Context: an optimization exercise on an open-source flow, tuned for small area. The choices shown serve that exercise and are no tape-out recipe. The RTL was checked by simulation tests, not by an equivalence proof against the original design.

==> flow/design.v (outline; a module is shown in full before it is edited, if it fits) <==
// module dwt_mul_array: 1027 lines
// module dwt_fadd: 39 lines
// module dwt_pe: 112 lines
module dwt_pe #(parameter DATA_WIDTH = 32)
(
    input clk,
    input rst,
    input[DATA_WIDTH-1:0] transform1,
    input[DATA_WIDTH-1:0] transform2,
    input[DATA_WIDTH-1:0] transform3,
    input[DATA_WIDTH-1:0] transform4,
    input[DATA_WIDTH-1:0] transform5,
    input[DATA_WIDTH-1:0] transform6,
    input[DATA_WIDTH-1:0] data_in1,
    input[DATA_WIDTH-1:0] data_in2,
    input[DATA_WIDTH-1:0] data_in3,
    input[DATA_WIDTH-1:0] data_in4,
    input[DATA_WIDTH-1:0] data_in5,
    input[DATA_WIDTH-1:0] data_in6,
    output reg [DATA_WIDTH-1:0] data_out
);
  // ...
==> flow/flow/run.sh <==
#!/bin/bash
# The standard layout, with the smallest buffer (buf_1) as the port
# buffers in place of the resizer's own pick (clkdlybuf4s50_1).
set -euo pipefail
export BUFFER_PORTS_ARGS="-buffer_cell sky130_fd_sc_hd__buf_1"
bash standard.sh > standard.log 2>&1
==> flow/standard.sh <==
#!/bin/bash
# synth_recipe.tcl (not shown) runs the flow's synth.tcl, then flattens the netlist and writes it again
# the make line also repeats each setting of config.mk as NAME=value (left out here)
make -C /OpenROAD-flow-scripts/flow DESIGN_CONFIG=/design/flow/config.mk WORK_HOME=/design/flow/orfs CLKGATE_MAP_FILE= SYNTH_SCRIPT=/design/flow/synth_recipe.tcl "${@:-finish}"
==> flow/config.mk <==
export PLATFORM = sky130hd
export DESIGN_NAME = dwt_pe
export DESIGN_NICKNAME = dwt_pe
export VERILOG_FILES = /design/flow/design.v
export SDC_FILE = /design/flow/constraint.sdc
export NUM_CORES = 4
export LEC_CHECK = 0
export ABC_AREA = 1
export CAP_MARGIN = 20
export CORE_MARGIN = 2
export CORE_UTILIZATION = 40
export PLACE_DENSITY = 0.6
export SLEW_MARGIN = 20
==> flow/constraint.sdc <==
create_clock -name core_clock -period 10.0 [get_ports {clk}]
set_input_delay 2.0000 -clock core_clock [delete_from_list [all_inputs] [get_ports {clk}]]
set_output_delay 2.0000 -clock core_clock [all_outputs]
set_load 0.01 [all_outputs]
==> impl_metrics.py, run 1 <==
metrics = {
    "sta": {
        "worstMarginPinSlew_ns": 0.873,
        "relSlewSlack_pct": 41.7,
        "total_negative_slack_for_setup_checks_ns": 0,
    },
    "placed_design": {
        "place_ws_ns": 0.657,
        "placed_cell_area_um2": 28100,
        "place_congestion": 0.959,
    },
    "global_route": {
        "grt_overflow_total": 0,
        "grt_max_degree": 64,
        "antenna_found_initial": 4,
    },
    "die": {
        "coreArea_um2": 63000,
        "initial_core_util_pct": 40.4,
        "die_height_um": 256,
        "fp.dieArea_um2": 65600,
        "io_pins": 418,
    },
    "cells_and_area": {
        "multi_input_area_share_pct": 63.9,
        "layout.cells.most_common": "sky130_fd_sc_hd__nand2_1",
        "finalInstanceArea_um2": 28700,
        "num-multi-input-gates": 2706,
    },
    "routing": {
        "finalWirelength_um": 92800,
        "met2_wirelength_um": 43900,
    },
    "clocking": {
        "cts_post_setup_buffers_inserted": 0,
    },
    "worst_setup_path": {
        "crit_path_start_kind": "flop",
    },
    "outcome": {
        "run_status": "complete, no violations",
    },
    "logic_synthesis": {
        "postSynthRegisterBits": 170,
        "ys_async_sr_fraction_pct": 0,
    },
}
==> run 2, diff against run 1 <==
==> flow/flow/run.sh (replaced) <==
#!/bin/bash
# The standard layout (standard.sh) with two changes:
#  - port buffers are buf_1, the smallest buffer, instead of the resizer's
#    own pick (clkdlybuf4s50_1);
#  - synthesis maps the logic with flow/map.abc (one &nf pass with area
#    recovery) in place of ORFS's ABC script. The rest of synthesis is
#    synth_recipe.tcl and ORFS's synth.tcl unchanged, so the registers (their
#    inference, names and cells) are those of the standard synthesis.
set -euo pipefail
W=$PWD
sed "s|^source \$::env(SCRIPTS_DIR)/synth_preamble.tcl\$|&\nlset abc_args 1 $W/flow/map.abc|" \
    "$FLOW_HOME/scripts/synth.tcl" > "$W/synth_map.tcl"
grep -q "^lset abc_args 1 " "$W/synth_map.tcl"
sed "s|source \$::env(SCRIPTS_DIR)/synth.tcl|source $W/synth_map.tcl|" \
    "$W/synth_recipe.tcl" > "$W/synth_recipe_map.tcl"
grep -q "synth_map.tcl" "$W/synth_recipe_map.tcl"
sed "s|SYNTH_SCRIPT=[^ ]*|SYNTH_SCRIPT=$W/synth_recipe_map.tcl|" "$W/standard.sh" > "$W/standard_map.sh"
grep -q "synth_recipe_map.tcl" "$W/standard_map.sh"
export BUFFER_PORTS_ARGS="-buffer_cell sky130_fd_sc_hd__buf_1"
bash "$W/standard_map.sh" > "$W/standard.log" 2>&1
==> flow/flow/map.abc (new file) <==
&get -n
&st
&dch
&nf -p -R 20 -F 8
&put
buffer -c
topo
stime -c
upsize -c
dnsize -c
==> impl_metrics.py, run 2 <==
metrics = {
    "logic_synthesis": {
        "most_used_flip_flop_cell_after_synthesis": "sky130_fd_sc_hd__edfxtp_1",
        "post-synth-top-count-cell": "sky130_fd_sc_hd__nand2_1",
        "synth_top_cells_by_count": "sky130_fd_sc_hd__nand2_1 (409), sky130_fd_sc_hd__inv_1 (280), sky130_fd_sc_hd__fa_1 (255)",
        "synth.top_cells.by_area": "sky130_fd_sc_hd__fa_1 (21%), sky130_fd_sc_hd__edfxtp_1 (12%), sky130_fd_sc_hd__ha_1 (8.1%)",
        "synthDominantCellAreaShare_pct": 21.4,
        "synth.lib_cells_used.distinct": 74,
        "ys_async_sr_fraction_pct": 0,
        "postSynthRegisterBits": 170,
        "synthDominantAreaCellType": "sky130_fd_sc_hd__fa_1",
        "postSynthCellCount": 2808,
        "synthesis.area_per_instance_um2": 8.49,
        "register_area_share_after_synthesis_pct": 18.3,
        "netlist_area_um2": 23800,
        "synth_edf_count": 96,
        "syn-num-nets": 3603,
        "yosys_warnings": 3,
    },
    "clocking": {
        "numCtsBuffers": 17,
        "root_buffer": "sky130_fd_sc_hd__clkbuf_16",
        "clock_path_buffers": 2,
        "worst_setup_hold_path_clk_slew_ns": 0.07,
        "clkSinkCount": 170,
        "tritoncts": "yes",
        "clk_latency_ns": 0.46,
        "htree_num_levels": 4,
    },
    "die": {
        "floorplan.die.width_um": 248,
        "initial_core_util_pct": 40.5,
        "die_height_um": 248,
        "row_count": 89,
        "fp.dieArea_um2": 61500,
        "io_pins": 418,
        "coreArea_um2": 58900,
    },
    "sta": {
        "worstMarginPinSlew_ns": 1.11,
        "slew_limit_fails": 0,
        "fin_crit_sh_pct": 92.1,
        "finish_stage_setup_viols": 0,
        "fmax_ghz": 0.109,
        "report.final.hold_viol_count": 0,
        "timing.clock.skew_ns": 0.0145,
        "final.min_clock_period_ns": 9.21,
        "rsz0062_at_grt": "false",
        "total_negative_slack_for_setup_checks_ns": 0,
        "relSlewSlack_pct": 25.7,
    },
    "cells_and_area": {
        "flow.area_growth_from_synthesis_pct": 14.0,
        "finalNetCount": 3974,
        "finalInstanceArea_um2": 27200,
        "layout.cells.most_common": "sky130_fd_sc_hd__buf_1",
        "most_frequent_cells_in_the_layout": "sky130_fd_sc_hd__buf_1 (416), sky130_fd_sc_hd__nand2_1 (407), sky130_fd_sc_hd__inv_1 (280), sky130_fd_sc_hd__fa_1 (255), sky130_fd_sc_hd__a21oi_1 (183)",
        "drive_gt1_share_pct": 6.80,
        "num_antenna_cells": 0,
        "fillCellCount": 5778,
    },
    "routing": {
        "detailroute.wirelength.met3_um": 5220,
        "met1_length_um": 35400,
        "drc": 0,
        "maxUsedRoutingLayer": "met4",
        "via_count": 22900,
        "drt-wirelength-per-cell_um": 21.5,
        "drtAntennaViolNets": 0,
        "detail_route.first_pass.iterations": 9,
        "met2_wirelength_um": 41500,
        "drtIter0Drc": 2317,
        "viasPerCell": 5.78,
        "finalWirelength_um": 85400,
    },
    "worst_setup_path": {
        "crit_path_frequent_cell": "sky130_fd_sc_hd__fa_1",
        "worst-endpoint-required_ns": 10.33,
        "cp_slowest_cell": "sky130_fd_sc_hd__a21oi_2",
        "worstPathArrival_ns": 9.54,
        "crit_path_start_kind": "flop",
        "critPathCaptureType": "flop",
        "reg2regPathDepth": 31,
        "worstPathMaxFanout": 32,
        "slowest_delay_ns": 0.79,
        "critPathKind": "flop to flop",
    },
    "placed_design": {
        "place.detailed.hpwl_um": 70300,
        "place_congestion": 1.00,
        "placed_cell_area_um2": 26500,
        "count_of_port_buffers_added_during_placement": 417,
    },
    "global_route": {
        "grt_overflow_total": 0,
        "grt_max_degree": 65,
        "grt.total_usage_pct": 27.8,
        "grt_pass1_wl_um": 132000,
        "antenna_found_initial": 0,
        "grt_pass1_vias": 23200,
    },
    "worst_hold_path": {
        "worstHoldPathCells": 2,
        "timing.hold.worst.class": "flop to flop",
    },
    "run": {
        "number_of_violations_of_the_max_capacitance_limit": 0,
    },
    "outcome": {
        "run_status": "complete, no violations",
    },
}
run 2: cell count changes in the layout (fill, tap and decap cells not counted), moves of 57 or more:
cell,before,now
sky130_fd_sc_hd__a22o_1,68,0
sky130_fd_sc_hd__and2_1,4,61
sky130_fd_sc_hd__mux2i_1,0,70
sky130_fd_sc_hd__a222oi_1,0,102
sky130_fd_sc_hd__nand2_1,1004,407
sky130_fd_sc_hd__inv_1,536,280
sky130_fd_sc_hd__nand3_1,332,71
run 2: through the flow:
stage               hold WS (ns)  setup WS, ns  cells  utilization, %
global placement           0.452         0.612   3931            45.0
floorplan                  0.436         0.950   2808               -
global route               0.506        0.0250   3965            46.1
detailed placement         0.456         0.511   3931            45.0
CTS                        0.474         0.538   3963            46.0
finish                     0.471         0.794   3965            46.1
run 2: area by class of cell:
class,instances,area (µm²),area share [%]
multi-input cells,2194,17900,65.7
flip-flops and latches,170,4370,16.1
repair buffers,515,2360,8.67
inverters,281,1050,3.88
well taps,773,967,3.56
clock buffers,19,443,1.63
clock inverters,13,125,0.461
run 2: path summary, 6_finish.rpt:
check	start	to	slack (ns)
worst max-delay path	t[3]	acc[22]	0.79
worst min-delay path	stk	stk	0.47
worst max register to register	t[3]	acc[22]	0.79
worst min register to register	stk	stk	0.47
run 2: what timing repair did:
action / CTS / global route
resized for setup: 0 / 14
endpoints found under the setup margin: 0 / 68
hold buffers: 0 / 0
setup buffers: 0 / 2
run 2: cell families after synthesis:
family                     after synthesis  synth area share (%)
muxes                                   92                  3.99
buffers and inverters                  444                  7.34
adders and majority gates              409                  29.5
and+or+nand+nor                        926                  17.8
xor gates and xnor gates               120                  4.44
DFF                                    170                  18.3
AOI/OAI and AO/OA                      647                  18.6
run 2: layer usage:
layer / vias to the layer above / global-route usage, %
met3: 141 / 3.36
met1: 11200 / 35.1
met2: 956 / 48.6
met5: - / 0
met4: 0 / 10.5
li1: 10600 / -
run 2: worst max-delay path, delay by kind of cell, from the launching register on:
kind,cells,cell delay (ns)
AOI/OAI and AO/OA,12,3.27
adders and majority gates,6,2.90
and+or+nand+nor,11,2.11
DFF,1,0.57
xor gates and xnor gates,1,0.16
buffers and inverters,1,0.06
==> run 3, diff against run 2 <==
==> flow/flow/map.abc (replaced) <==
&get -n
&st
&dch
&nf -p -R 10
&put
buffer -c
topo
stime -c
upsize -c
dnsize -c
==> impl_metrics.py, run 3 <==
metrics = {
    "worst_hold_path": {
        "worstHoldPathCells": 2,
        "timing.hold.worst.class": "flop to flop",
    },
    "clocking": {
        "root_buffer": "sky130_fd_sc_hd__clkbuf_16",
        "cts_hold_buffers": 0,
        "tritoncts": "yes",
        "htree_num_levels": 4,
        "clkSinkCount": 170,
        "worst_setup_hold_path_clk_slew_ns": 0.07,
        "clk_latency_ns": 0.45,
        "numCtsBuffers": 17,
        "clock_path_buffers": 2,
    },
    "routing": {
        "via_count": 23100,
        "viasPerCell": 5.84,
        "detail_route.first_pass.iterations": 10,
        "drtAntennaViolNets": 0,
        "drt-wirelength-per-cell_um": 23.5,
        "drtIter0Drc": 2032,
        "finalWirelength_um": 92800,
        "drc": 0,
    },
    "global_route": {
        "grt_pass1_vias": 23800,
        "grt_overflow_total": 0,
        "grt_pass1_wl_um": 142000,
        "grt_max_degree": 65,
        "grt.total_usage_pct": 29.5,
        "antenna_found_initial": 1,
    },
    "logic_synthesis": {
        "synthesis.area_per_instance_um2": 8.60,
        "synth.lib_cells_used.distinct": 90,
        "register_area_share_after_synthesis_pct": 18.1,
        "ys_async_sr_fraction_pct": 0,
        "synth_edf_count": 96,
        "post-synth-top-count-cell": "sky130_fd_sc_hd__nand2_1",
        "synth.top_cells.by_area": "sky130_fd_sc_hd__fa_1 (21%), sky130_fd_sc_hd__edfxtp_1 (12%), sky130_fd_sc_hd__ha_1 (8.0%)",
        "most_used_flip_flop_cell_after_synthesis": "sky130_fd_sc_hd__edfxtp_1",
        "yosys_warnings": 3,
        "synthDominantAreaCellType": "sky130_fd_sc_hd__fa_1",
        "synth_top_cells_by_count": "sky130_fd_sc_hd__nand2_1 (398), sky130_fd_sc_hd__inv_1 (274), sky130_fd_sc_hd__fa_1 (255)",
        "postSynthCellCount": 2806,
        "netlist_area_um2": 24100,
        "synthDominantCellAreaShare_pct": 21.1,
        "syn-num-nets": 3601,
        "postSynthRegisterBits": 170,
    },
    "sta": {
        "fin_crit_sh_pct": 93.2,
        "relSlewSlack_pct": 34.7,
        "report.final.hold_viol_count": 0,
        "timing.clock.skew_ns": 0.0155,
        "final.min_clock_period_ns": 9.32,
        "worstMarginPinSlew_ns": 0.977,
        "slew_limit_fails": 0,
        "finish_stage_setup_viols": 0,
        "fmax_ghz": 0.107,
        "worst_hold_slack_ns": 0.476,
    },
    "cells_and_area": {
        "drive_gt1_share_pct": 7.57,
        "finalNetCount": 3953,
        "most_frequent_cells_in_the_layout": "sky130_fd_sc_hd__buf_1 (416), sky130_fd_sc_hd__nand2_1 (398), sky130_fd_sc_hd__inv_1 (274), sky130_fd_sc_hd__fa_1 (255), sky130_fd_sc_hd__a21oi_1 (172)",
        "finalInstanceArea_um2": 27500,
        "flow.area_growth_from_synthesis_pct": 13.9,
        "layout.cells.most_common": "sky130_fd_sc_hd__buf_1",
    },
    "worst_setup_path": {
        "crit_path_start_kind": "flop",
        "reg2regPathDepth": 45,
        "worstPathMaxFanout": 37,
        "worst-endpoint-required_ns": 10.36,
        "slowest_delay_ns": 0.57,
        "worstPathArrival_ns": 9.68,
        "critPathKind": "flop to flop",
        "cp_slowest_cell": "sky130_fd_sc_hd__ha_1",
        "critPathCaptureType": "flop",
    },
    "die": {
        "die_height_um": 250,
        "coreArea_um2": 60000,
        "row_count": 90,
        "floorplan.die.width_um": 250,
        "io_pins": 418,
        "fp.dieArea_um2": 62300,
        "initial_core_util_pct": 40.2,
    },
    "placed_design": {
        "count_of_port_buffers_added_during_placement": 417,
        "placed_cell_area_um2": 26700,
        "place_congestion": 1.07,
        "place.detailed.hpwl_um": 77200,
    },
    "run": {
        "number_of_violations_of_the_max_capacitance_limit": 0,
    },
    "outcome": {
        "run_status": "complete, no violations",
    },
}
-- run 3: final timing paths --
path              slack [ns]            to  start
hold reg to reg         0.48           stk    stk
setup / recovery        0.68  data_out[30]  V[29]
hold / removal          0.48           stk    stk
setup reg to reg        0.68  data_out[30]  V[29]
-- run 3: cell families after synthesis --
family	count (synthesis)	synth area share [%]
XOR/XNOR	126	4.63
AND/OR/NAND/NOR	912	17.7
buffers and inverters	449	7.45
AO/OA/AOI/OAI	633	18.2
flip-flops	170	18.1
multiplexers	107	4.73
adder cells (fa/ha/maj)	409	29.1
-- run 3: metal layers --
layer	track usage (%)	up-vias	wire length (µm)
li1	-	10600	-
met1	36.6	11400	37500
met2	51.2	955	45200
met3	3.40	165	5510
met4	14.0	0	4590
met5	0	-	0
-- run 3: area by class of cell --
class	count	area [µm²]
Sequential cell	170	4370
Timing Repair Buffer	506	2330
Inverter	276	1040
Antenna cell	1	2.50
Clock inverter	14	186
Fill cell	5939	32500
Multi-Input combinational cell	2187	18200
Tap cell	782	978
Clock buffer	18	439
-- run 3: metrics by stage --
| stage | instances | setup slack, ns | setup TNS, ns | utilization [%] |
|---|---|---|---|---|
| final | 3954 | 0.680 | 0 | 45.8 |
| after global routing | 3953 | -0.0387 | -0.0517 | 45.8 |
| after CTS | 3952 | 0.552 | 0 | 45.6 |
| after detailed placement | 3920 | 0.402 | 0 | 44.5 |
| after global placement | 3920 | 0.486 | 0 | 44.5 |
| after floorplan | 2806 | 1.17 | 0 | - |
-- run 3: repair_timing --
action                     4_1_cts  5_1_grt
gates resized for setup          0       26
setup endpoints to repair        0       15
buffers inserted                 0        1
-- run 3: worst max-delay path: cells and delay by family, from the launching register on --
kind / cells / cell delay [ns]
buffers and inverters: 5 / 0.78
AO/OA/AOI/OAI: 20 / 3.85
flip-flops: 1 / 0.45
XOR/XNOR: 2 / 0.40
AND/OR/NAND/NOR: 12 / 1.59
adder cells (fa/ha/maj): 6 / 2.15
==> run 4, diff against run 3 <==
==> flow/flow/run.sh (replaced) <==
#!/bin/bash
# The standard layout (standard.sh) with three changes:
#  - port buffers are buf_1, the smallest buffer, instead of the resizer's
#    own pick (clkdlybuf4s50_1);
#  - synthesis extracts full adders (extract_fa) before the quick abc pass of
#    yosys's fine step rather than after it, so the explicit full adders of
#    the RTL map to fa_1 cells without inverters between them;
#  - the final technology mapping uses flow/map.abc (one &nf pass with area
#    recovery) in place of ORFS's ABC script.
# The rest of synthesis is synth_recipe.tcl and ORFS's synth.tcl unchanged, so
# the registers (their inference, names and cells) are the standard ones.
set -euo pipefail
W=$PWD
sed -e "s|^source \$::env(SCRIPTS_DIR)/synth_preamble.tcl\$|&\nlset abc_args 1 $W/flow/map.abc|" \
    -e 's|^  synth -top $::env(DESIGN_NAME) -run fine: {\*}$synth_full_args$|  synth -top $::env(DESIGN_NAME) -run fine:check -noabc {*}$synth_full_args\n  extract_fa\n  techmap -map $::env(ADDER_MAP_FILE)\n  techmap\n  opt -fast\n  abc -fast\n  opt -fast\n  synth -top $::env(DESIGN_NAME) -run check: {*}$synth_full_args|' \
    "$FLOW_HOME/scripts/synth.tcl" > "$W/synth_map.tcl"
grep -q "^lset abc_args 1 " "$W/synth_map.tcl"
grep -q "^  extract_fa$" "$W/synth_map.tcl"
sed "s|source \$::env(SCRIPTS_DIR)/synth.tcl|source $W/synth_map.tcl|" \
    "$W/synth_recipe.tcl" > "$W/synth_recipe_map.tcl"
grep -q "synth_map.tcl" "$W/synth_recipe_map.tcl"
sed "s|SYNTH_SCRIPT=[^ ]*|SYNTH_SCRIPT=$W/synth_recipe_map.tcl|" "$W/standard.sh" > "$W/standard_map.sh"
grep -q "synth_recipe_map.tcl" "$W/standard_map.sh"
export BUFFER_PORTS_ARGS="-buffer_cell sky130_fd_sc_hd__buf_1"
bash "$W/standard_map.sh" > "$W/standard.log" 2>&1
==> flow/flow/map.abc (replaced) <==
&get -n
&st
&dch
&nf -p -R 20 -F 8
&put
buffer -c
topo
stime -c
upsize -c
dnsize -c
--- a/flow/config.mk
+++ b/flow/config.mk
@@ -6,8 +6,8 @@
 export NUM_CORES = 4
 export LEC_CHECK = 0
 export ABC_AREA = 1
-export CAP_MARGIN = 20
+export CAP_MARGIN = 0
 export CORE_MARGIN = 2
 export CORE_UTILIZATION = 40
 export PLACE_DENSITY = 0.6
-export SLEW_MARGIN = 20
+export SLEW_MARGIN = 0
==> impl_metrics.py, run 4 <==
metrics = {
    "logic_synthesis": {
        "postSynthCellCount": 2684,
        "netlist_area_um2": 23300,
        "register_area_share_after_synthesis_pct": 18.7,
        "ys_async_sr_fraction_pct": 0,
        "synth.lib_cells_used.distinct": 81,
        "postSynthRegisterBits": 170,
        "most_used_flip_flop_cell_after_synthesis": "sky130_fd_sc_hd__edfxtp_1",
        "synth_edf_count": 96,
        "synthDominantCellAreaShare_pct": 21.9,
        "syn-num-nets": 3482,
        "multiplexer_share_of_the_synthesized_area_pct": 3.79,
        "synthAdderAreaFrac_pct": 30.4,
        "synth_compound_gate_area_share_pct": 18.7,
        "synth_top_family_by_area": "adder cells",
        "post-synth-top-count-cell": "sky130_fd_sc_hd__nor2_1",
        "synth_simple_gate_area_share_pct": 19.2,
        "post_synth_xor_area_fraction_pct": 4.62,
        "synth_top_cells_by_count": "sky130_fd_sc_hd__nor2_1 (441), sky130_fd_sc_hd__nand2_1 (258), sky130_fd_sc_hd__fa_1 (255)",
        "synthesis.area_per_instance_um2": 8.67,
        "synthDominantAreaCellType": "sky130_fd_sc_hd__fa_1",
        "synth.top_cells.by_area": "sky130_fd_sc_hd__fa_1 (22%), sky130_fd_sc_hd__edfxtp_1 (12%), sky130_fd_sc_hd__ha_1 (8.4%)",
        "yosys_warnings": 3,
    },
    "sta": {
        "relSlewSlack_pct": 21.9,
        "final_critical_path_setup_slack_ns": 0.577,
        "fmax_ghz": 0.106,
        "fin_crit_sh_pct": 94.2,
        "final.min_clock_period_ns": 9.42,
        "report.final.hold_viol_count": 0,
        "finish_stage_setup_viols": 0,
        "total_negative_slack_for_setup_checks_ns": 0,
        "worstMarginPinSlew_ns": 1.17,
        "timing.clock.skew_ns": 0.0108,
        "rsz0062_at_grt": "false",
        "slew_limit_fails": 0,
    },
    "global_route": {
        "grt_overflow_total": 0,
        "grt_pass1_wl_um": 132000,
        "grt_pass1_vias": 22700,
        "antenna_found_initial": 9,
        "grt.total_usage_pct": 28.3,
        "grt_max_degree": 81,
    },
    "routing": {
        "drtIter0Drc": 2357,
        "detail_route.first_pass.iterations": 11,
        "drtAntennaViolNets": 0,
        "viasPerCell": 5.97,
        "drc": 0,
        "finalWirelength_um": 86800,
        "drt-wirelength-per-cell_um": 22.6,
        "via_count": 22900,
    },
    "worst_setup_path": {
        "worstPathMaxFanout": 20,
        "cp_slowest_cell": "sky130_fd_sc_hd__fa_1",
        "startpoint": "U[23]",
        "worstPathArrival_ns": 9.73,
        "critPathCaptureType": "flop",
        "crit_path_start_kind": "flop",
        "worst-endpoint-required_ns": 10.30,
        "crit_path_frequent_cell": "sky130_fd_sc_hd__fa_1",
        "critPathKind": "flop to flop",
        "r2r-start": "U[23]",
        "reg2regPathDepth": 45,
        "slowest_delay_ns": 0.48,
    },
    "placed_design": {
        "place_ws_ns": 0.395,
        "count_of_port_buffers_added_during_placement": 417,
        "place.detailed.hpwl_um": 70500,
        "place_congestion": 0.963,
    },
    "clocking": {
        "clk_latency_ns": 0.44,
        "clock_path_buffers": 2,
        "cts_hold_buffers": 0,
        "tritoncts": "yes",
        "root_buffer": "sky130_fd_sc_hd__clkbuf_16",
        "numCtsBuffers": 17,
        "worst_setup_hold_path_clk_slew_ns": 0.07,
        "clkSinkCount": 170,
        "htree_num_levels": 4,
    },
    "cells_and_area": {
        "finalNetCount": 3850,
        "layout.cells.most_common": "sky130_fd_sc_hd__nor2_1",
        "flow.area_growth_from_synthesis_pct": 14.8,
        "most_frequent_cells_in_the_layout": "sky130_fd_sc_hd__nor2_1 (440), sky130_fd_sc_hd__buf_1 (417), sky130_fd_sc_hd__nand2_1 (258), sky130_fd_sc_hd__fa_1 (255), sky130_fd_sc_hd__ha_1 (156)",
        "drive_gt1_share_pct": 7.28,
    },
    "die": {
        "initial_core_util_pct": 40.4,
        "coreArea_um2": 57600,
        "row_count": 88,
        "floorplan.die.width_um": 245,
        "io_pins": 418,
        "die_height_um": 245,
        "fp.dieArea_um2": 60100,
    },
    "run": {
        "number_of_violations_of_the_max_capacitance_limit": 0,
    },
    "worst_hold_path": {
        "hold_path_startpoint": "data_out[29]",
        "worstHoldPathCells": 2,
        "timing.hold.worst.class": "flop to flop",
    },
    "outcome": {
        "run_status": "complete, no violations",
    },
}
==> run 4: critical path: cells and delay by family (launching register included) <==
kind	cells	cell delay [ns]
adder cells (fa/ha/maj)	7	2.54
AND/OR/NAND/NOR	8	0.87
XOR/XNOR	2	0.43
AO/OA/AOI/OAI	24	4.55
buffers and inverters	4	0.51
flip-flops	1	0.39
==> run 4: through the flow <==
| step | hold WS (ns) | cells | util [%] | instance area [µm²] |
|---|---|---|---|---|
| 6_report | 0.493 | 3839 | 46.4 | 26700 |
| 5_1_grt | 0.518 | 3838 | 46.4 | 26700 |
| 4_1_cts | 0.492 | 3820 | 46.1 | 26500 |
| 3_5_place_dp | 0.479 | 3788 | 45.1 | 26000 |
| 3_3_place_gp | 0.480 | 3788 | 45.1 | 26000 |
| 2_1_floorplan | 0.486 | 2684 | - | 23300 |
==> run 4: repair_timing <==
action                                  4_1_cts  5_1_grt
endpoints found under the setup margin        0       58
setup buffers                                 0        6
hold endpoints to repair                      0        0
gates resized for setup                       0       19
==> run 4: kinds of logic after synthesis <==
kind of cell | count (synthesis)
flip-flops | 170
AND/OR/NAND/NOR | 1004
XOR/XNOR | 122
adder cells (fa/ha/maj) | 412
buffers and inverters | 269
multiplexers | 85
AO/OA/AOI/OAI | 622
==> run 4: worst paths after layout <==
path	endpoint	slack, ns
setup / recovery	U[30]	0.58
hold / removal	data_out[29]	0.49
setup reg to reg	U[30]	0.58
hold reg to reg	data_out[29]	0.49
==> run 4: final cells by class <==
class	instances	area (µm²)
fill	5605	30900
timing repair buffer	532	2530
multi-input combinational	2245	18000
antenna	9	22.5
sequential	170	4360
clock buffer	18	429
tap	765	957
clock inverter	14	134
inverter	86	323
==> run 4: per-layer routing <==
metal | part of all wire [%] | GRT usage, % | up-vias
met5 | 0 | 0 | -
li1 | - | - | 10400
met3 | 7.1 | 3.66 | 156
met1 | 42 | 38.4 | 11300
met4 | 4.1 | 10.9 | 0
met2 | 47 | 45.9 | 1125
==> run 5, diff against run 4 <==
==> flow/flow/map.abc (replaced) <==
&get -n
&st
&dch
&nf -p -R 50
&put
buffer -c
topo
stime -c
upsize -c
dnsize -c
--- a/flow/config.mk
+++ b/flow/config.mk
@@ -6,8 +6,8 @@
 export NUM_CORES = 4
 export LEC_CHECK = 0
 export ABC_AREA = 1
-export CAP_MARGIN = 0
+export CAP_MARGIN = 20
 export CORE_MARGIN = 2
 export CORE_UTILIZATION = 40
 export PLACE_DENSITY = 0.6
-export SLEW_MARGIN = 0
+export SLEW_MARGIN = 20
==> impl_metrics.py, run 5 <==
metrics = {
    "logic_synthesis": {
        "synth.lib_cells_used.distinct": 68,
        "syn-num-nets": 3455,
        "synthDominantAreaCellType": "sky130_fd_sc_hd__fa_1",
        "synthDominantCellAreaShare_pct": 22.1,
        "synth_top_cells_by_count": "sky130_fd_sc_hd__nor2_1 (507), sky130_fd_sc_hd__fa_1 (255), sky130_fd_sc_hd__nand2_1 (206)",
        "postSynthRegisterBits": 170,
        "netlist_area_um2": 23100,
        "register_area_share_after_synthesis_pct": 18.9,
        "most_used_flip_flop_cell_after_synthesis": "sky130_fd_sc_hd__edfxtp_1",
        "post-synth-top-count-cell": "sky130_fd_sc_hd__nor2_1",
        "yosys_warnings": 3,
        "postSynthCellCount": 2657,
        "ys_async_sr_fraction_pct": 0,
        "synth.top_cells.by_area": "sky130_fd_sc_hd__fa_1 (22%), sky130_fd_sc_hd__edfxtp_1 (12%), sky130_fd_sc_hd__ha_1 (8.5%)",
        "synthesis.area_per_instance_um2": 8.70,
        "synth_edf_count": 96,
    },
    "cells_and_area": {
        "flow.area_growth_from_synthesis_pct": 15.0,
        "area_used_by_multi_input_combinational_logic_um2": 17900,
        "drive_gt1_share_pct": 7.00,
        "layout.area.seq_um2": 4360,
        "most_frequent_cells_in_the_layout": "sky130_fd_sc_hd__nor2_1 (504), sky130_fd_sc_hd__buf_1 (417), sky130_fd_sc_hd__fa_1 (255), sky130_fd_sc_hd__nand2_1 (206), sky130_fd_sc_hd__a21oi_1 (170)",
        "finalNetCount": 3827,
        "fillCellCount": 5668,
        "layout.cells.most_common": "sky130_fd_sc_hd__nor2_1",
    },
    "global_route": {
        "grt_overflow_total": 0,
        "grt_pass1_vias": 22200,
        "antenna_found_initial": 8,
        "grt_max_degree": 76,
        "grt.total_usage_pct": 27.6,
        "grt_pass1_wl_um": 128000,
    },
    "routing": {
        "detail_route.first_pass.iterations": 15,
        "drc": 0,
        "finalWirelength_um": 84400,
        "drtAntennaViolNets": 0,
        "via_count": 22300,
        "drt-wirelength-per-cell_um": 22.1,
        "drtIter0Drc": 2471,
        "viasPerCell": 5.85,
    },
    "placed_design": {
        "place.detailed.hpwl_um": 68800,
        "count_of_port_buffers_added_during_placement": 417,
        "place_congestion": 0.973,
    },
    "outcome": {
        "run_status": "complete, no violations",
    },
    "worst_hold_path": {
        "worstHoldPathCells": 2,
        "timing.hold.worst.class": "flop to flop",
        "endpoint_of_the_worst_hold_timing_path": "data_out[30]",
        "hold_path_startpoint": "data_out[30]",
    },
    "worst_setup_path": {
        "critPathKind": "primary input to flop",
        "reg2regPathDepth": 47,
        "timing.reg2reg.setup_slack_ns": 0.65,
        "slowest_delay_ns": 0.89,
        "critPathCaptureType": "flop",
        "r2r-start": "U[23]",
        "worst-endpoint-required_ns": 10.31,
        "worstPathArrival_ns": 9.77,
        "cp_slowest_cell": "sky130_fd_sc_hd__a222oi_1",
        "reg_to_reg_endpoint": "U[30]",
        "worstPathMaxFanout": 4,
        "crit_path_start_kind": "primary input",
    },
    "clocking": {
        "clk_latency_ns": 0.42,
        "htree_num_levels": 4,
        "numCtsBuffers": 17,
        "cts_hold_buffers": 0,
        "tritoncts": "yes",
        "clkSinkCount": 170,
        "worst_setup_hold_path_clk_slew_ns": 0.07,
        "root_buffer": "sky130_fd_sc_hd__clkbuf_16",
        "clock_path_buffers": 2,
    },
    "die": {
        "die_height_um": 244,
        "coreArea_um2": 57500,
        "fp.dieArea_um2": 59800,
        "io_pins": 418,
        "initial_core_util_pct": 40.2,
        "floorplan.die.width_um": 244,
        "row_count": 88,
    },
    "sta": {
        "worstMarginPinSlew_ns": 1.11,
        "fin_crit_sh_pct": 94.6,
        "fmax_ghz": 0.106,
        "report.final.hold_viol_count": 0,
        "worst_hold_slack_ns": 0.495,
        "rsz0062_at_grt": "true",
        "relSlewSlack_pct": 26.1,
        "final.min_clock_period_ns": 9.46,
        "slew_limit_fails": 0,
        "total_negative_slack_for_setup_checks_ns": 0,
        "finish_stage_setup_viols": 0,
        "timing.clock.skew_ns": 0.0108,
    },
    "run": {
        "number_of_violations_of_the_max_capacitance_limit": 0,
    },
}
run 5: cell types whose count changed after synthesis, sizes merged, moves of 8 or more:
cell and delta:
mux2i +45, a31oi -20, and4 -8, nand4 -13
nand2 -52, a21oi +20, o21ai -41, nor2 +65
run 5: layout make-up:
type	instances	area share [%]
Multi-Input combinational cell	2229	67.3
Clock buffer	18	1.61
Tap cell	765	3.60
Inverter	80	1.13
Antenna cell	6	0.0565
Timing Repair Buffer	531	9.34
Sequential cell	170	16.4
Clock inverter	14	0.513
run 5: how the worst max path moves through the flow:
stage / start / slack, ns / to / depth (start not counted)
3_5_place_dp: data_in2[2] / 0.07 / acc[21] / 28
6_report: data_in2[2] / 0.54 / acc[21] / 26
2_1_floorplan: V[23] / 0.90 / U[30] / 51
3_3_place_gp: data_in2[2] / 0.09 / acc[21] / 27
4_1_cts: U[23] / 0.25 / U[30] / 50
5_1_grt: U[23] / -0.11 / U[30] / 50
run 5: stage by stage:
| stage | instances | area (µm²) | worst slack [ns] | utilization (%) |
|---|---|---|---|---|
| floorplan | 2657 | 23100 | 0.903 | - |
| global placement | 3768 | 25800 | 0.0899 | 44.9 |
| CTS | 3800 | 26400 | 0.254 | 45.9 |
| finish | 3813 | 26600 | 0.536 | 46.3 |
| detailed placement | 3768 | 25800 | 0.0705 | 44.9 |
| global route | 3812 | 26600 | -0.106 | 46.3 |
run 5: routing by layer:
| metal | GRT usage, % | routed length, µm | part of all wire, % | vias to the layer above |
|---|---|---|---|---|
| met1 | 35.7 | 34500 | 41 | 10900 |
| met4 | 12.7 | 4470 | 5.3 | 2 |
| met5 | 0 | 14 | 0.017 | - |
| met2 | 46.1 | 39800 | 47 | 1011 |
| li1 | - | - | - | 10200 |
| met3 | 3.44 | 5630 | 6.7 | 162 |
run 5: kinds of logic (layout without fill, tap and decap cells):
kind of cell | Yosys count | in the layout | share of synthesized area (%)
AOI/OAI and AO/OA | 564 | 564 | 17.0
xor gates and xnor gates | 127 | 127 | 4.81
adders and majority gates | 412 | 412 | 30.6
buffers and inverters | 258 | 643 | 4.40
DFF | 170 | 170 | 18.9
muxes | 123 | 123 | 5.49
other | 0 | 6 | 0
and+or+nand+nor | 1003 | 1003 | 18.9
run 5: worst max-delay path, delay by kind of cell:
kind                     cells  cell delay [ns]
AO/OA/AOI/OAI               15             4.18
AND/OR/NAND/NOR              3             0.45
adder cells (fa/ha/maj)      6             2.91
buffers and inverters        1             0.07
XOR/XNOR                     1             0.15
run 5: timing repair:
item | 4_1_cts | 5_1_grt
resized for setup | 0 | 26
setup buffers | 0 | 6
endpoints found under the setup margin | 0 | 94
==> run 6, diff against run 5 <==
==> flow/flow/map.abc (replaced) <==
&get -n
&st
&dch
&nf -p -R 20 -F 8
&put
topo
stime -c
upsize -c
dnsize -c
==> impl_metrics.py, run 6 <==
metrics = {
    "logic_synthesis": {
        "multiplexer_share_of_the_synthesized_area_pct": 3.95,
        "synthDominantAreaCellType": "sky130_fd_sc_hd__fa_1",
        "synthDominantCellAreaShare_pct": 22.7,
        "most_used_flip_flop_cell_after_synthesis": "sky130_fd_sc_hd__edfxtp_1",
        "register_area_share_after_synthesis_pct": 19.4,
        "synth_edf_count": 96,
        "synth_compound_gate_area_share_pct": 19.1,
        "synthesis.area_per_instance_um2": 9.00,
        "netlist_area_um2": 22500,
        "synth.lib_cells_used.distinct": 75,
        "post_synth_xor_area_fraction_pct": 4.83,
        "postSynthCellCount": 2501,
        "post-synth-top-count-cell": "sky130_fd_sc_hd__nor2_1",
        "synth_simple_gate_area_share_pct": 19.9,
        "postSynthRegisterBits": 170,
        "syn-num-nets": 3299,
        "synthAdderAreaFrac_pct": 31.4,
        "synth.top_cells.by_area": "sky130_fd_sc_hd__fa_1 (23%), sky130_fd_sc_hd__edfxtp_1 (13%), sky130_fd_sc_hd__ha_1 (8.7%)",
        "synth_top_family_by_area": "adder cells",
        "synth_top_cells_by_count": "sky130_fd_sc_hd__nor2_1 (442), sky130_fd_sc_hd__nand2_1 (257), sky130_fd_sc_hd__fa_1 (255)",
        "yosys_warnings": 3,
        "ys_async_sr_fraction_pct": 0,
    },
    "outcome": {
        "run_status": "complete, no violations",
    },
    "routing": {
        "drtIter0Drc": 2433,
        "via_count": 22800,
        "drc": 0,
        "drt-wirelength-per-cell_um": 21.9,
        "drtAntennaViolNets": 0,
        "viasPerCell": 6.04,
        "detail_route.first_pass.iterations": 10,
        "finalWirelength_um": 82900,
    },
    "die": {
        "initial_core_util_pct": 40.6,
        "coreArea_um2": 55400,
        "row_count": 86,
        "fp.dieArea_um2": 58200,
        "die_height_um": 241,
        "floorplan.die.width_um": 241,
        "io_pins": 418,
    },
    "worst_hold_path": {
        "timing.hold.worst.class": "flop to flop",
        "hold_path_startpoint": "data_out[27]",
        "worstHoldPathCells": 2,
    },
    "clocking": {
        "tritoncts": "yes",
        "clock_path_buffers": 2,
        "htree_num_levels": 4,
        "clk_latency_ns": 0.44,
        "worst_setup_hold_path_clk_slew_ns": 0.07,
        "cts_hold_buffers": 0,
        "numCtsBuffers": 17,
        "root_buffer": "sky130_fd_sc_hd__clkbuf_16",
        "clkSinkCount": 170,
    },
    "placed_design": {
        "count_of_port_buffers_added_during_placement": 417,
        "place_inst": 3740,
        "place_congestion": 1.01,
        "place.detailed.hpwl_um": 66400,
    },
    "cells_and_area": {
        "final_cell_count_no_fill": 3781,
        "finalNetCount": 3814,
        "final_core_utilization_pct": 48.0,
        "fillCellCount": 5340,
        "layout.cells.most_common": "sky130_fd_sc_hd__nor2_1",
        "most_frequent_cells_in_the_layout": "sky130_fd_sc_hd__nor2_1 (440), sky130_fd_sc_hd__buf_1 (416), sky130_fd_sc_hd__nand2_1 (254), sky130_fd_sc_hd__fa_1 (252), sky130_fd_sc_hd__ha_1 (151)",
        "flow.area_growth_from_synthesis_pct": 18.2,
        "drive_gt1_share_pct": 6.60,
    },
    "worst_setup_path": {
        "crit_path_frequent_cell": "sky130_fd_sc_hd__nor2_1",
        "worstPathMaxFanout": 124,
        "worst-path-buf-inv": 4,
        "slowest_delay_ns": 0.52,
        "worst-endpoint-required_ns": 10.35,
        "timing.critical_path.depth": 43,
        "startpoint": "U[23]",
        "worstPathArrival_ns": 9.71,
        "crit_path_start_kind": "flop",
        "cp_slowest_cell": "sky130_fd_sc_hd__mux2_2",
        "critPathKind": "flop to flop",
        "cpLargestDelayFamily": "compound AO/OA/AOI/OAI gates",
        "r2r-start": "U[23]",
        "critPathCaptureType": "flop",
        "reg2regPathDepth": 43,
    },
    "global_route": {
        "grt.total_usage_pct": 28.2,
        "grt_max_degree": 125,
        "antenna_found_initial": 4,
        "grt_pass1_vias": 22800,
        "grt_overflow_total": 0,
        "grt_pass1_wl_um": 127000,
    },
    "sta": {
        "fmax_ghz": 0.107,
        "rsz0062_at_grt": "false",
        "finish_stage_setup_viols": 0,
        "fin_crit_sh_pct": 93.6,
        "final.min_clock_period_ns": 9.36,
        "worstMarginPinSlew_ns": 1.18,
        "relSlewSlack_pct": 21.6,
        "timing.clock.skew_ns": 0.0106,
        "slew_limit_fails": 0,
        "total_negative_slack_for_setup_checks_ns": 0,
        "report.final.hold_viol_count": 0,
    },
    "run": {
        "number_of_violations_of_the_max_capacitance_limit": 0,
    },
}
==> run 6: area by class of cell <==
cell class,count,area [µm²],share of cell area [%]
inverters,86,334,1.26
clock inverters,13,138,0.517
diodes,4,10.0,0.0376
flip-flops and latches,170,4360,16.4
well taps,748,936,3.52
clock buffers,19,464,1.75
repair buffers,495,2190,8.23
multi-input cells,2246,18200,68.3
==> run 6: metal layers <==
layer | GRT usage, % | share of wire (%) | vias to the layer above
li1 | - | - | 10300
met1 | 36.3 | 41 | 11200
met2 | 47.2 | 47 | 1112
met3 | 4.44 | 7.2 | 194
met4 | 12.0 | 4.6 | 0
met5 | 0 | 0 | -
==> run 6: cells by family (layout without fill, tap and decap cells) <==
group | after synthesis | after routing
flip-flops | 170 | 170
other | 0 | 4
multiplexers | 85 | 85
XOR/XNOR | 122 | 123
buffers and inverters | 86 | 613
adder cells (fa/ha/maj) | 412 | 412
AND/OR/NAND/NOR | 1004 | 1004
AO/OA/AOI/OAI | 622 | 622
==> run 6: worst paths after layout <==
kind	endpoint	slack (ns)
setup / recovery	data_out[30]	0.64
setup reg to reg	data_out[30]	0.64
hold / removal	data_out[27]	0.50
hold reg to reg	data_out[27]	0.50
==> run 6: repair_timing <==
action | in CTS | in global routing
buffers inserted | 0 | 4
resized for setup | 0 | 9
endpoints found under the setup margin | 0 | 33
==> run 6: per-stage QoR <==
step / cell area [µm²] / setup slack, ns / hold WS (ns)
global route: 26600 / 0.0138 / 0.520
finish: 26600 / 0.641 / 0.495
global placement: 25900 / 0.546 / 0.480
floorplan: 22700 / -0.317 / 0.486
detailed placement: 25900 / 0.366 / 0.478
CTS: 26500 / 0.324 / 0.494
==> run 6: worst register-to-register path: cells and delay by family (launching register included) <==
family / cells / cell delay, ns
flops: 1 / 0.42
mux: 3 / 0.89
simple gates: 9 / 1.32
compound gates: 19 / 3.66
xor+xnor: 2 / 0.53
buf+inv: 4 / 0.57
fa+ha+maj: 6 / 1.93
==> run 7, diff against run 6 <==
==> flow/flow/map.abc (replaced) <==
&get -n
&st
&dch
&nf -p -R 20 -F 8
&put
==> impl_metrics.py, run 7 <==
metrics = {
    "routing": {
        "via_count": 22600,
        "drtAntennaViolNets": 0,
        "met1_length_um": 35400,
        "detail_route.first_pass.iterations": 10,
        "met2_wirelength_um": 40400,
        "drtIter0Drc": 2192,
        "drt-wirelength-per-cell_um": 22.1,
        "maxUsedRoutingLayer": "met4",
        "detailroute.wirelength.met3_um": 5370,
        "viasPerCell": 5.91,
        "finalWirelength_um": 84200,
        "drc": 0,
    },
    "sta": {
        "total_negative_slack_for_setup_checks_ns": 0,
        "finish_stage_setup_viols": 0,
        "final.min_clock_period_ns": 9.23,
        "relSlewSlack_pct": 25.8,
        "worstMarginPinSlew_ns": 1.11,
        "worst_hold_slack_ns": 0.493,
        "slew_limit_fails": 0,
        "final_critical_path_setup_slack_ns": 0.765,
        "report.final.hold_viol_count": 0,
        "timing.clock.skew_ns": 0.00929,
        "fmax_ghz": 0.108,
        "rsz0062_at_grt": "false",
        "fin_crit_sh_pct": 92.3,
    },
    "clocking": {
        "cts_hold_buffers": 0,
        "root_buffer": "sky130_fd_sc_hd__clkbuf_16",
        "numCtsBuffers": 17,
        "tritoncts": "yes",
        "htree_num_levels": 4,
        "worst_setup_hold_path_clk_slew_ns": 0.07,
        "clk_latency_ns": 0.46,
        "clkSinkCount": 170,
        "clock_path_buffers": 2,
    },
    "logic_synthesis": {
        "synth_top_cells_by_count": "sky130_fd_sc_hd__nor2_1 (442), sky130_fd_sc_hd__nand2_1 (258), sky130_fd_sc_hd__fa_1 (255)",
        "synthAdderAreaFrac_pct": 31.6,
        "netlist_area_um2": 22400,
        "post-synth-top-count-cell": "sky130_fd_sc_hd__nor2_1",
        "synth.lib_cells_used.distinct": 60,
        "synthesis.area_per_instance_um2": 8.96,
        "post_synth_xor_area_fraction_pct": 4.77,
        "synth_simple_gate_area_share_pct": 19.9,
        "most_used_flip_flop_cell_after_synthesis": "sky130_fd_sc_hd__edfxtp_1",
        "synth_top_family_by_area": "adder cells",
        "synth.top_cells.by_area": "sky130_fd_sc_hd__fa_1 (23%), sky130_fd_sc_hd__edfxtp_1 (13%), sky130_fd_sc_hd__ha_1 (8.8%)",
        "multiplexer_share_of_the_synthesized_area_pct": 3.94,
        "yosys_warnings": 3,
        "synth_compound_gate_area_share_pct": 18.9,
        "synthDominantCellAreaShare_pct": 22.8,
        "postSynthCellCount": 2501,
        "ys_async_sr_fraction_pct": 0,
        "postSynthRegisterBits": 170,
        "register_area_share_after_synthesis_pct": 19.5,
        "syn-num-nets": 3299,
        "synth_edf_count": 96,
        "synthDominantAreaCellType": "sky130_fd_sc_hd__fa_1",
    },
    "worst_setup_path": {
        "timing.reg2reg.setup_slack_ns": 0.77,
        "slowest_delay_ns": 0.49,
        "worstPathArrival_ns": 9.56,
        "worstPathMaxFanout": 13,
        "critPathKind": "flop to flop",
        "worst-endpoint-required_ns": 10.32,
        "crit_path_start_kind": "flop",
        "critPathCaptureType": "flop",
        "cp_slowest_cell": "sky130_fd_sc_hd__mux2_1",
    },
    "cells_and_area": {
        "finalInstanceArea_um2": 26800,
        "finalNetCount": 3850,
        "final_core_utilization_pct": 48.5,
        "most_frequent_cells_in_the_layout": "sky130_fd_sc_hd__nor2_1 (441), sky130_fd_sc_hd__buf_1 (416), sky130_fd_sc_hd__nand2_1 (253), sky130_fd_sc_hd__fa_1 (252), sky130_fd_sc_hd__ha_1 (152)",
        "layout.cells.most_common": "sky130_fd_sc_hd__nor2_1",
        "final_cell_count_no_fill": 3816,
        "drive_gt1_share_pct": 6.95,
        "flow.area_growth_from_synthesis_pct": 19.5,
    },
    "placed_design": {
        "place_congestion": 1.01,
        "place.detailed.hpwl_um": 67800,
        "placed_cell_area_um2": 26100,
        "place_inst": 3777,
        "place_ws_ns": 0.527,
        "count_of_port_buffers_added_during_placement": 417,
    },
    "global_route": {
        "antenna_found_initial": 2,
        "grt_pass1_wl_um": 129000,
        "grt.total_usage_pct": 28.9,
        "grt_max_degree": 117,
        "grt_pass1_vias": 22700,
        "grt_overflow_total": 0,
    },
    "worst_hold_path": {
        "timing.hold.worst.class": "flop to flop",
    },
    "die": {
        "coreArea_um2": 55200,
        "fp.dieArea_um2": 57900,
        "floorplan.die.width_um": 241,
        "io_pins": 418,
        "initial_core_util_pct": 40.6,
        "die_height_um": 241,
        "row_count": 86,
    },
    "run": {
        "number_of_violations_of_the_max_capacitance_limit": 0,
    },
    "outcome": {
        "run_status": "complete, no violations",
    },
}
run 7: layout make-up:
type,instances,area [µm²]
multi-input cells,2245,18000
flip-flops and latches,170,4370
repair buffers,532,2490
well taps,748,936
clock inverters,11,93.8
fillers,5367,28400
inverters,86,330
diodes,3,7.51
clock buffers,21,514
run 7: cell families after synthesis:
family,after synthesis
and+or+nand+nor,1004
AOI/OAI and AO/OA,622
adders and majority gates,412
DFF,170
xor gates and xnor gates,122
buffers and inverters,86
muxes,85
run 7: worst paths after layout:
| kind | endpoint | start | cells past startpoint |
|---|---|---|---|
| max | U[30] | U[23] | 45 |
| min | data_out[30] | data_out[30] | 2 |
| max reg2reg | U[30] | U[23] | 45 |
| min reg2reg | data_out[30] | data_out[30] | 2 |
run 7: layer usage:
metal | vias to the layer above | track usage (%)
li1 | 10400 | -
met5 | - | 0
met4 | 0 | 10.8
met2 | 1015 | 48.6
met3 | 151 | 3.88
met1 | 11000 | 37.9
run 7: timing repair:
action / 4_1_cts / 5_1_grt
endpoints found under the hold margin: 0 / 0
buffers inserted: 0 / 3
setup endpoints to repair: 0 / 8
gates resized for setup: 0 / 4
run 7: worst max-delay path, delay by kind of cell, from the launching register on:
kind            cells  cell delay, ns
compound gates     21            3.65
xor+xnor            2            0.63
fa+ha+maj           6            1.80
buf+inv             6            0.85
flops               1            0.40
mux                 3            0.91
simple gates        7            0.86
==> run 8, diff against run 7 <==
==> flow/flow/map.abc (replaced) <==
&get -n
&st
&dch
&nf -p -R 20 -F 8
&put
buffer -c
topo
stime -c
upsize -c
dnsize -c
==> impl_metrics.py, run 8 <==
metrics = {
    "cells_and_area": {
        "finalInstanceArea_um2": 26700,
        "final_core_utilization_pct": 46.4,
        "most_frequent_cells_in_the_layout": "sky130_fd_sc_hd__nor2_1 (440), sky130_fd_sc_hd__buf_1 (417), sky130_fd_sc_hd__nand2_1 (258), sky130_fd_sc_hd__fa_1 (255), sky130_fd_sc_hd__ha_1 (157)",
        "flow.area_growth_from_synthesis_pct": 14.8,
        "fillCellCount": 5609,
        "area_used_by_multi_input_combinational_logic_um2": 18000,
        "finalNetCount": 3849,
        "layout.cells.most_common": "sky130_fd_sc_hd__nor2_1",
        "final_cell_count_no_fill": 3838,
        "drive_gt1_share_pct": 7.21,
        "layout.area.seq_um2": 4360,
    },
    "routing": {
        "met2_wirelength_um": 40300,
        "maxUsedRoutingLayer": "met4",
        "drtIter0Drc": 2441,
        "drtAntennaViolNets": 0,
        "drc": 0,
        "detailroute.wirelength.met3_um": 6520,
        "via_count": 22900,
        "drt-wirelength-per-cell_um": 22.6,
        "met1_length_um": 36500,
        "viasPerCell": 5.97,
        "detail_route.first_pass.iterations": 14,
        "finalWirelength_um": 86800,
    },
    "die": {
        "row_count": 88,
        "io_pins": 418,
        "coreArea_um2": 57600,
        "floorplan.die.width_um": 245,
        "die_height_um": 245,
        "initial_core_util_pct": 40.4,
        "fp.dieArea_um2": 60100,
    },
    "sta": {
        "worst_hold_slack_ns": 0.492,
        "rsz0062_at_grt": "false",
        "finish_stage_setup_viols": 0,
        "slew_limit_fails": 0,
        "final.min_clock_period_ns": 9.40,
        "relSlewSlack_pct": 30.3,
        "final_critical_path_setup_slack_ns": 0.602,
        "timing.clock.skew_ns": 0.0112,
        "worstMarginPinSlew_ns": 1.04,
        "fmax_ghz": 0.106,
        "total_negative_slack_for_setup_checks_ns": 0,
        "report.final.hold_viol_count": 0,
        "fin_crit_sh_pct": 94.0,
    },
    "worst_setup_path": {
        "worstPathArrival_ns": 9.71,
        "worst-endpoint-required_ns": 10.31,
        "critPathCaptureType": "flop",
        "worstPathMaxFanout": 20,
        "crit_path_start_kind": "flop",
        "slowest_delay_ns": 0.49,
        "critPathKind": "flop to flop",
        "cp_slowest_cell": "sky130_fd_sc_hd__fa_1",
        "crit_path_frequent_cell": "sky130_fd_sc_hd__fa_1",
    },
    "logic_synthesis": {
        "postSynthCellCount": 2684,
        "synth_edf_count": 96,
        "synth_top_cells_by_count": "sky130_fd_sc_hd__nor2_1 (441), sky130_fd_sc_hd__nand2_1 (258), sky130_fd_sc_hd__fa_1 (255)",
        "postSynthRegisterBits": 170,
        "post-synth-top-count-cell": "sky130_fd_sc_hd__nor2_1",
        "register_area_share_after_synthesis_pct": 18.7,
        "synth.top_cells.by_area": "sky130_fd_sc_hd__fa_1 (22%), sky130_fd_sc_hd__edfxtp_1 (12%), sky130_fd_sc_hd__ha_1 (8.4%)",
        "synthesis.area_per_instance_um2": 8.67,
        "syn-num-nets": 3482,
        "synthDominantCellAreaShare_pct": 21.9,
        "synth.lib_cells_used.distinct": 81,
        "netlist_area_um2": 23300,
        "most_used_flip_flop_cell_after_synthesis": "sky130_fd_sc_hd__edfxtp_1",
        "ys_async_sr_fraction_pct": 0,
        "synthDominantAreaCellType": "sky130_fd_sc_hd__fa_1",
        "yosys_warnings": 3,
    },
    "clocking": {
        "clock_path_buffers": 2,
        "root_buffer": "sky130_fd_sc_hd__clkbuf_16",
        "cts_hold_buffers": 0,
        "numCtsBuffers": 17,
        "htree_num_levels": 4,
        "clk_latency_ns": 0.44,
        "tritoncts": "yes",
        "clkSinkCount": 170,
        "worst_setup_hold_path_clk_slew_ns": 0.08,
    },
    "run": {
        "number_of_violations_of_the_max_capacitance_limit": 0,
    },
    "global_route": {
        "grt_pass1_vias": 22700,
        "grt_max_degree": 81,
        "antenna_found_initial": 9,
        "grt_overflow_total": 0,
        "grt.total_usage_pct": 28.3,
        "grt_pass1_wl_um": 132000,
    },
    "placed_design": {
        "placed_cell_area_um2": 26000,
        "place_inst": 3788,
        "count_of_port_buffers_added_during_placement": 417,
        "place_ws_ns": 0.395,
        "place.detailed.hpwl_um": 70500,
        "place_congestion": 0.963,
    },
    "outcome": {
        "run_status": "complete, no violations",
    },
    "worst_hold_path": {
        "timing.hold.worst.class": "flop to flop",
    },
}
run 8: changes by cell type in the layout (fill, tap and decap cells not counted), sizes merged, moves of 2 or more:
cell	delta
buf	-2
clkinv	-84
clkbuf	-2
clkinvlp	+2
inv	+85
diode	+6
run 8: final timing paths:
| path | from | slack (ns) | cells after the start | end |
|---|---|---|---|---|
| setup reg to reg | U[23] | 0.60 | 45 | U[30] |
| setup / recovery | U[23] | 0.60 | 45 | U[30] |
| hold reg to reg | data_out[29] | 0.49 | 2 | data_out[29] |
| hold / removal | data_out[29] | 0.49 | 2 | data_out[29] |
run 8: logic make-up (layout without fill, tap and decap cells):
kind of cell / count (synthesis) / count (layout) / share of synthesized area, %
AND/OR/NAND/NOR: 1004 / 1004 / 19.2
other: 0 / 9 / 0
XOR/XNOR: 122 / 122 / 4.62
adder cells (fa/ha/maj): 412 / 412 / 30.4
buffers and inverters: 269 / 649 / 4.60
flip-flops: 170 / 170 / 18.7
multiplexers: 85 / 85 / 3.79
AO/OA/AOI/OAI: 622 / 622 / 18.7
run 8: final cells by class:
type / count / area share (%)
multi-input combinational: 2245 / 67.2
sequential: 170 / 16.3
timing repair buffer: 531 / 9.46
tap: 765 / 3.58
clock buffer: 18 / 1.61
inverter: 86 / 1.21
clock inverter: 14 / 0.501
antenna: 9 / 0.0843
run 8: repair_timing:
item	CTS	global route
resized for setup	0	18
setup endpoints to repair	0	56
setup buffers	0	5
run 8: worst max-delay path: cells and delay by family (launching register included):
family          cells  cell delay, ns
xor+xnor            2            0.43
simple gates        8            0.83
compound gates     24            4.53
buf+inv             4            0.51
fa+ha+maj           7            2.55
flops               1            0.42
run 8: metal layers:
| layer | GRT usage [%] | vias up |
|---|---|---|
| met5 | 0 | - |
| met4 | 10.9 | 0 |
| met3 | 3.66 | 158 |
| met2 | 45.9 | 1129 |
| met1 | 38.4 | 11200 |
| li1 | - | 10400 |
==> run 9, diff against run 8 <==
--- a/flow/config.mk
+++ b/flow/config.mk
@@ -9,5 +9,7 @@
 export CAP_MARGIN = 20
 export CORE_MARGIN = 2
 export CORE_UTILIZATION = 40
+export CTS_BUF_LIST = sky130_fd_sc_hd__clkbuf_8
+export CTS_CLUSTER_SIZE = 12
 export PLACE_DENSITY = 0.6
 export SLEW_MARGIN = 20
==> impl_metrics.py, run 9 <==
metrics = {
    "cells_and_area": {
        "finalNetCount": 3855,
        "flow.area_growth_from_synthesis_pct": 14.1,
        "most_frequent_cells_in_the_layout": "sky130_fd_sc_hd__nor2_1 (440), sky130_fd_sc_hd__buf_1 (417), sky130_fd_sc_hd__nand2_1 (258), sky130_fd_sc_hd__fa_1 (255), sky130_fd_sc_hd__ha_1 (156)",
        "fillCellCount": 5641,
        "layout.cells.most_common": "sky130_fd_sc_hd__nor2_1",
        "drive_gt1_share_pct": 7.43,
    },
    "worst_setup_path": {
        "slowest_delay_ns": 0.52,
        "worst-endpoint-required_ns": 10.34,
        "critPathCaptureType": "flop",
        "cp_slowest_cell": "sky130_fd_sc_hd__mux2_2",
        "worstPathArrival_ns": 9.70,
        "critPathKind": "flop to flop",
        "crit_path_start_kind": "flop",
        "worstPathMaxFanout": 23,
    },
    "routing": {
        "drtAntennaViolNets": 0,
        "drtIter0Drc": 2436,
        "viasPerCell": 5.95,
        "finalWirelength_um": 86800,
        "drc": 0,
        "detail_route.first_pass.iterations": 14,
        "drt-wirelength-per-cell_um": 22.6,
        "via_count": 22900,
    },
    "sta": {
        "finish_stage_setup_viols": 0,
        "fin_crit_sh_pct": 93.6,
        "final.min_clock_period_ns": 9.36,
        "report.final.hold_viol_count": 0,
        "final_critical_path_setup_slack_ns": 0.644,
        "slew_limit_fails": 0,
        "relSlewSlack_pct": 31.5,
        "timing.clock.skew_ns": 0.0215,
        "worstMarginPinSlew_ns": 1.02,
        "total_negative_slack_for_setup_checks_ns": 0,
        "fmax_ghz": 0.107,
    },
    "global_route": {
        "grt_max_degree": 81,
        "grt_pass1_wl_um": 132000,
        "grt.total_usage_pct": 28.2,
        "grt_overflow_total": 0,
        "grt_pass1_vias": 22600,
        "grt.met2_usage_pct": 46.0,
        "grt_use_met1_pct": 38.3,
        "antenna_found_initial": 9,
        "top_usage_layer": "met2",
        "grt_util_met3_pct": 3.63,
    },
    "logic_synthesis": {
        "synth_edf_count": 96,
        "netlist_area_um2": 23300,
        "synthesis.area_per_instance_um2": 8.67,
        "postSynthRegisterBits": 170,
        "synthDominantCellAreaShare_pct": 21.9,
        "ys_async_sr_fraction_pct": 0,
        "synth_top_cells_by_count": "sky130_fd_sc_hd__nor2_1 (441), sky130_fd_sc_hd__nand2_1 (258), sky130_fd_sc_hd__fa_1 (255)",
        "synth.top_cells.by_area": "sky130_fd_sc_hd__fa_1 (22%), sky130_fd_sc_hd__edfxtp_1 (12%), sky130_fd_sc_hd__ha_1 (8.4%)",
        "most_used_flip_flop_cell_after_synthesis": "sky130_fd_sc_hd__edfxtp_1",
        "post-synth-top-count-cell": "sky130_fd_sc_hd__nor2_1",
        "synth.lib_cells_used.distinct": 81,
        "yosys_warnings": 3,
        "register_area_share_after_synthesis_pct": 18.7,
        "synthDominantAreaCellType": "sky130_fd_sc_hd__fa_1",
        "postSynthCellCount": 2684,
        "syn-num-nets": 3482,
    },
    "die": {
        "fp.dieArea_um2": 60100,
        "io_pins": 418,
        "row_count": 88,
        "initial_core_util_pct": 40.4,
        "floorplan.die.width_um": 245,
        "coreArea_um2": 57600,
        "die_height_um": 245,
    },
    "placed_design": {
        "place.detailed.hpwl_um": 70500,
        "count_of_port_buffers_added_during_placement": 417,
        "place_ws_ns": 0.395,
        "place_congestion": 0.963,
    },
    "clocking": {
        "clkSinkCount": 170,
        "clock_path_buffers": 2,
        "root_buffer": "sky130_fd_sc_hd__clkbuf_8",
        "htree_num_levels": 4,
        "clk_latency_ns": 0.47,
        "worst_setup_hold_path_clk_slew_ns": 0.11,
        "numCtsBuffers": 17,
        "tritoncts": "yes",
    },
    "run": {
        "number_of_violations_of_the_max_capacitance_limit": 0,
    },
    "outcome": {
        "run_status": "complete, no violations",
    },
    "worst_hold_path": {
        "timing.hold.worst.class": "flop to flop",
    },
}
==> run 9: cell families after synthesis <==
kind of cell	synth area share, %
buffers and inverters	4.60
muxes	3.79
adders and majority gates	30.4
and+or+nand+nor	19.2
AOI/OAI and AO/OA	18.7
DFF	18.7
xor gates and xnor gates	4.62
==> run 9: per-layer routing <==
| metal | part of all wire [%] | wire (µm) |
|---|---|---|
| met1 | 42 | 36500 |
| met2 | 47 | 40400 |
| met3 | 7.3 | 6310 |
| met4 | 4.1 | 3550 |
| met5 | 0 | 0 |
==> run 9: final timing paths <==
check / depth (start not counted) / startpoint / slack [ns] / to
worst max-delay path: 43 / V[28] / 0.64 / U[30]
worst min-delay path: 2 / data_out[29] / 0.50 / data_out[29]
worst max register to register: 43 / V[28] / 0.64 / U[30]
worst min register to register: 2 / data_out[29] / 0.50 / data_out[29]
==> run 9: worst max-delay path, delay by kind of cell, from the launching register on <==
kind | cells | cell delay, ns
compound gates | 20 | 3.74
xor+xnor | 2 | 0.43
fa+ha+maj | 6 | 2.14
buf+inv | 3 | 0.41
flops | 1 | 0.45
mux | 3 | 0.95
simple gates | 9 | 1.09
==> run 9: repair_timing <==
action                     in CTS  in global routing
hold buffers                    0                  0
gates resized for setup         0                 18
hold endpoints to repair        0                  0
setup endpoints to repair       0                 57
setup buffers                   0                 11
==> run 9: through the flow <==
| stage | util, % | cell area, µm² | cells | hold slack [ns] |
|---|---|---|---|---|
| 6_report | 46.1 | 26600 | 3844 | 0.496 |
| 3_5_place_dp | 45.1 | 26000 | 3788 | 0.479 |
| 3_3_place_gp | 45.1 | 26000 | 3788 | 0.480 |
| 5_1_grt | 46.1 | 26600 | 3843 | 0.522 |
| 2_1_floorplan | - | 23300 | 2684 | 0.486 |
| 4_1_cts | 45.7 | 26300 | 3820 | 0.496 |
==> run 9: layout make-up <==
class                      instances  area, µm²  area share (%)
antenna                            9       22.5          0.0848
clock buffer                      17        234           0.881
clock inverter                    15        138           0.518
inverter                          86        323            1.22
multi-input combinational       2245      18000            67.6
sequential                       170       4360            16.4
tap                              765        957            3.60
timing repair buffer             537       2560            9.63

## static timing again, ports no longer ideal
The results above use ideal ports. As a check the final layouts listed here were re-extracted and re-timed, cells and wires unchanged.
Step 1, drivers: a clkbuf_16 drives clk and a buf_2 each remaining input, both assumed.
Step 2 moves the port delays by t, midway between the first and last clock arrival at a register: inputs arrive t later, outputs are due t later. That takes back most of the time a late clock gives input paths.
Slacks: ideal / step 1 / step 2; pairs: ideal / step 1.
run	shift t [ns]	setup slack, ns	hold WS [ns]	worst data-port slew with drivers (ns)
run 1	0.502	0.968 / 0.968 / 0.721	0.495 / 0.495 / 0.495	0.14
run 2	0.502	0.794 / 0.794 / 0.436	0.471 / 0.471 / 0.471	0.09
run 3	0.498	0.680 / 0.680 / 0.252	0.476 / 0.476 / 0.476	0.12
run 4	0.485	0.577 / 0.577 / 0.373	0.493 / 0.493 / 0.493	0.21
run 5	0.472	0.536 / 0.563 / 0.091	0.495 / 0.495 / 0.495	0.18
run 6	0.491	0.641 / 0.641 / 0.410	0.495 / 0.495 / 0.495	0.09
run 7	0.499	0.765 / 0.765 / 0.493	0.493 / 0.493 / 0.493	0.10
run 8	0.484	0.602 / 0.602 / 0.389	0.492 / 0.492 / 0.492	0.22
run 9	0.502	0.644 / 0.644 / 0.369	0.496 / 0.496 / 0.496	0.21
After both steps setup and hold are still met in every run listed. For run 5, which loses most, drivers alone change the setup slack by +0.027 ns; drivers and shift together by -0.445 ns.
